From an optimization exercise on the open Yosys and OpenROAD flow, aimed at small area; shortcuts taken in it are not production practice.
The RTL was checked by simulation tests, not by an equivalence proof against the original design.

== main ==
==> flow/design.v <==
module uart_receiver_top
(
    input RxBit,
    input clk,
    input rst,             
    input rd_en,           
    output [7:0] rdata,    
    output rempty,
    output wfull,
    output [6:0] sseg      
);
    reg [3:0] d;
    wire tick = (d == 4'd6);
    wire p1   = (d == 4'd8);
    always @(posedge clk) begin
        if (rst || d == 4'd13) d <= 4'd0;
        else d <= d + 4'd1;
    end
    reg s1, s2;
    always @(posedge clk) begin
        if (rst) {s2, s1} <= 2'b00;
        else if (tick) {s2, s1} <= {s1, RxBit};
    end
    reg [7:0] c;
    wire idle = (c[7:3] == 5'd0);
    wire rxd  = (c == 8'd160);
    wire dn   = (c == 8'd159);
    wire shift = (c[3:0] == 4'd7) && (c[7:4] != 4'd0) && (c[7:4] != 4'd9);
    always @(posedge clk) begin
        if (rst) c <= 8'd0;
        else if (tick) begin
            if (rxd) c <= {7'd0, ~s2};
            else if (!idle || !s2) c <= c + 8'd1;
        end
    end
    reg [7:0] sr;    
    always @(posedge clk) begin
        if (tick && shift) sr <= {s2, sr[7:1]};
    end
    reg [7:0] ring [0:15];
    reg [3:0] rp, wp;
    reg full16;
    reg last_pop;    
    reg pw;          
    reg fa, fb;      
    reg wfn;         
    reg wf;
    wire [3:0] dm = wp - rp;
    assign rempty = (dm == 4'd0) && !full16;
    assign wfull  = wf;
    assign rdata  = ring[rp];
    wire pop  = rd_en & ~rempty;
    wire winc = p1 & pw & ~rxd;      
    wire inc_nxt = dn & ~wfn;        
    wire k1 = last_pop ^ (pw | inc_nxt);
    wire k2 = last_pop & (pw | inc_nxt);
    wire d15 = (dm == 4'd15);
    wire d14 = (dm == 4'd14);
    wire d13 = (dm == 4'd13);
    wire k0 = ~k1 & ~k2;
    wire x16 = (full16 & k0) | (d15 & k1) | (d14 & k2);
    wire x15 = (d15 & k0) | (d14 & k1) | (d13 & k2);
    always @(posedge clk) begin
        if (rst) begin
            rp <= 4'd0;
            wp <= 4'd0;
            full16 <= 1'b0;
            last_pop <= 1'b0;
            pw <= 1'b0;
            fa <= 1'b0;
            fb <= 1'b0;
            wfn <= 1'b0;
            wf <= 1'b0;
        end else begin
            last_pop <= pop;
            rp <= rp + 4'd1 + {3'd0, pop};
            wp <= wp + 4'd1 + {3'd0, winc};
            full16 <= (winc & ~pop & d15) | (full16 & ~(pop & ~winc));
            if (tick) begin
                wf  <= wfn;
                wfn <= inc_nxt ? fb : fa;
                fa  <= x16;
                fb  <= x15;
                if (inc_nxt) pw <= 1'b1;
            end
            if (winc) pw <= 1'b0;
        end
    end
    integer i;
    always @(posedge clk) begin
        for (i = 15; i > 0; i = i - 1) ring[i] <= ring[i-1];
        ring[0] <= (pw && wp == 4'd15) ? sr : ring[15];
    end
    reg [3:0] dd, ddd;
    wire isdig = (rdata[7:4] == 4'h3) && (rdata[3:0] < 4'd10);
    always @(posedge clk) begin
        if (rst) begin
            dd  <= 4'd0;
            ddd <= 4'd0;
        end else begin
            ddd <= dd;
            if (pop && rdata != 8'd0) dd <= isdig ? rdata[3:0] : 4'd0;
        end
    end
    reg [6:0] seg;
    always @(*) begin
        case (ddd)
            4'd1: seg = 7'b1111001;
            4'd2: seg = 7'b0100100;
            4'd3: seg = 7'b0110000;
            4'd4: seg = 7'b0011001;
            4'd5: seg = 7'b0010010;
            4'd6: seg = 7'b0000010;
            4'd7: seg = 7'b1111000;
            4'd8: seg = 7'b0000000;
            4'd9: seg = 7'b0010000;
            default: seg = 7'b1000000;
        endcase
    end
    assign sseg = seg;
endmodule
clock: 10.0 ns
lec_check: 0
cap_margin: 20
core_margin: 2
core_utilization: 40
slew_margin: 20
run.sh (not shown) runs the stock make flow with config.mk's settings and CLKGATE_MAP_FILE= SYNTH_SCRIPT=/design/flow/synth_recipe.tcl, a recipe that flattens the netlist after the stock synthesis.
What the feature branch does differently from main at the input level:
--- a/flow/design.v
+++ b/flow/design.v
@@ -34,65 +34,51 @@
         end
     end
     reg [7:0] sr;    
     always @(posedge clk) begin
         if (tick && shift) sr <= {s2, sr[7:1]};
     end
-    reg [7:0] ring [0:15];
-    reg [3:0] rp, wp;
-    reg full16;
+    reg [7:0] mem [0:15];
+    reg [4:0] wbin, rbin;
+    reg q;           
     reg last_pop;    
-    reg pw;          
     reg fa, fb;      
     reg wfn;         
     reg wf;
-    wire [3:0] dm = wp - rp;
-    assign rempty = (dm == 4'd0) && !full16;
+    assign rempty = (rbin == wbin);
     assign wfull  = wf;
-    assign rdata  = ring[rp];
-    wire pop  = rd_en & ~rempty;
-    wire winc = p1 & pw & ~rxd;      
+    assign rdata  = mem[rbin[3:0]];
+    wire pop = rd_en & ~rempty;
+    wire inc_now = rxd & ~wf;        
     wire inc_nxt = dn & ~wfn;        
-    wire k1 = last_pop ^ (pw | inc_nxt);
-    wire k2 = last_pop & (pw | inc_nxt);
-    wire d15 = (dm == 4'd15);
-    wire d14 = (dm == 4'd14);
-    wire d13 = (dm == 4'd13);
-    wire k0 = ~k1 & ~k2;
-    wire x16 = (full16 & k0) | (d15 & k1) | (d14 & k2);
-    wire x15 = (d15 & k0) | (d14 & k1) | (d13 & k2);
+    wire [4:0] x = wbin - rbin + {4'd0, last_pop} + {4'd0, inc_now | inc_nxt};
     always @(posedge clk) begin
         if (rst) begin
-            rp <= 4'd0;
-            wp <= 4'd0;
-            full16 <= 1'b0;
+            wbin <= 5'd0;
+            rbin <= 5'd0;
+            q <= 1'b0;
             last_pop <= 1'b0;
-            pw <= 1'b0;
             fa <= 1'b0;
             fb <= 1'b0;
             wfn <= 1'b0;
             wf <= 1'b0;
         end else begin
             last_pop <= pop;
-            rp <= rp + 4'd1 + {3'd0, pop};
-            wp <= wp + 4'd1 + {3'd0, winc};
-            full16 <= (winc & ~pop & d15) | (full16 & ~(pop & ~winc));
+            rbin <= rbin + {4'd0, pop};
             if (tick) begin
                 wf  <= wfn;
                 wfn <= inc_nxt ? fb : fa;
-                fa  <= x16;
-                fb  <= x15;
-                if (inc_nxt) pw <= 1'b1;
+                fa  <= (x == 5'd16);
+                fb  <= (x == 5'd15);
+                q   <= inc_now;
             end
-            if (winc) pw <= 1'b0;
+            if (p1 && q) wbin <= wbin + 5'd1;
         end
     end
-    integer i;
     always @(posedge clk) begin
-        for (i = 15; i > 0; i = i - 1) ring[i] <= ring[i-1];
-        ring[0] <= (pw && wp == 4'd15) ? sr : ring[15];
+        if (tick && inc_now) mem[wbin[3:0]] <= sr;
     end
     reg [3:0] dd, ddd;
     wire isdig = (rdata[7:4] == 4'h3) && (rdata[3:0] < 4'd10);
     always @(posedge clk) begin
         if (rst) begin
             dd  <= 4'd0;
- The feature branch can be clocked slower than main.
- The average cell area after synthesis in main is 0.77 times that in the feature branch.
- In the feature branch relative to main, count of clock-buffer cells in the layout had gone down by a little under 10%.
- Design area in the feature branch vs main: up about 17%
- From main to the feature branch the numbers moved as follows: post-route clock period utilization grew by 0.54 points; count of cell instances traversed by the critical path -1.
- Relative to main, post-synthesis share of cell area spent on full adders, half adders and majority gates increased by 0.31 points in the feature branch.
- Sequential share of layout area was lower in main than in the feature branch.
- In the feature branch, total wirelength of the detailed-routed design is higher than in main.
- Diff the feature branch and main: non-clock buffer count lower in main
- Going from main to the feature branch, longest individual stage delay on the worst path grows by 0.09 ns.
- Changes observed in the feature branch relative to main: detailed-route wire length on metal 1 went down about 1%, clock-pin slew on the worst setup and hold paths shows no meaningful change, die area higher.

[what the ideal ports hide]
The results above use ideal ports. As a check the final layouts listed here were re-extracted and re-timed, cells and wires unchanged.
Step 1 (the two cells are an assumption about what drives the block):
set clk [get_ports {clk}]
set_driving_cell -lib_cell sky130_fd_sc_hd__clkbuf_16 $clk
set_driving_cell -lib_cell sky130_fd_sc_hd__buf_2 [delete_from_list [all_inputs] $clk]
Step 2 also shifts input and output timing later by t, the mid clock arrival at the registers, as if the neighbouring blocks saw the same clock.
Three values: no drivers, after step 1, after step 2; two values: the first two.
| run | shift t [ns] | setup slack, ns | worst setup path at the end | latest minus earliest clock arrival (ns) | slew at the worst register clock pin (ns) |
|---|---|---|---|---|---|
| main | 0.466 | 4.787 / 4.743 / 5.209 | register to output | 0.010 / 0.010 | 0.07 / 0.07 |
| the feature branch | 0.474 | 4.733 / 4.690 / 5.164 | register to output | 0.009 / 0.009 | 0.07 / 0.07 |
After both steps setup and hold are still met in every run listed.
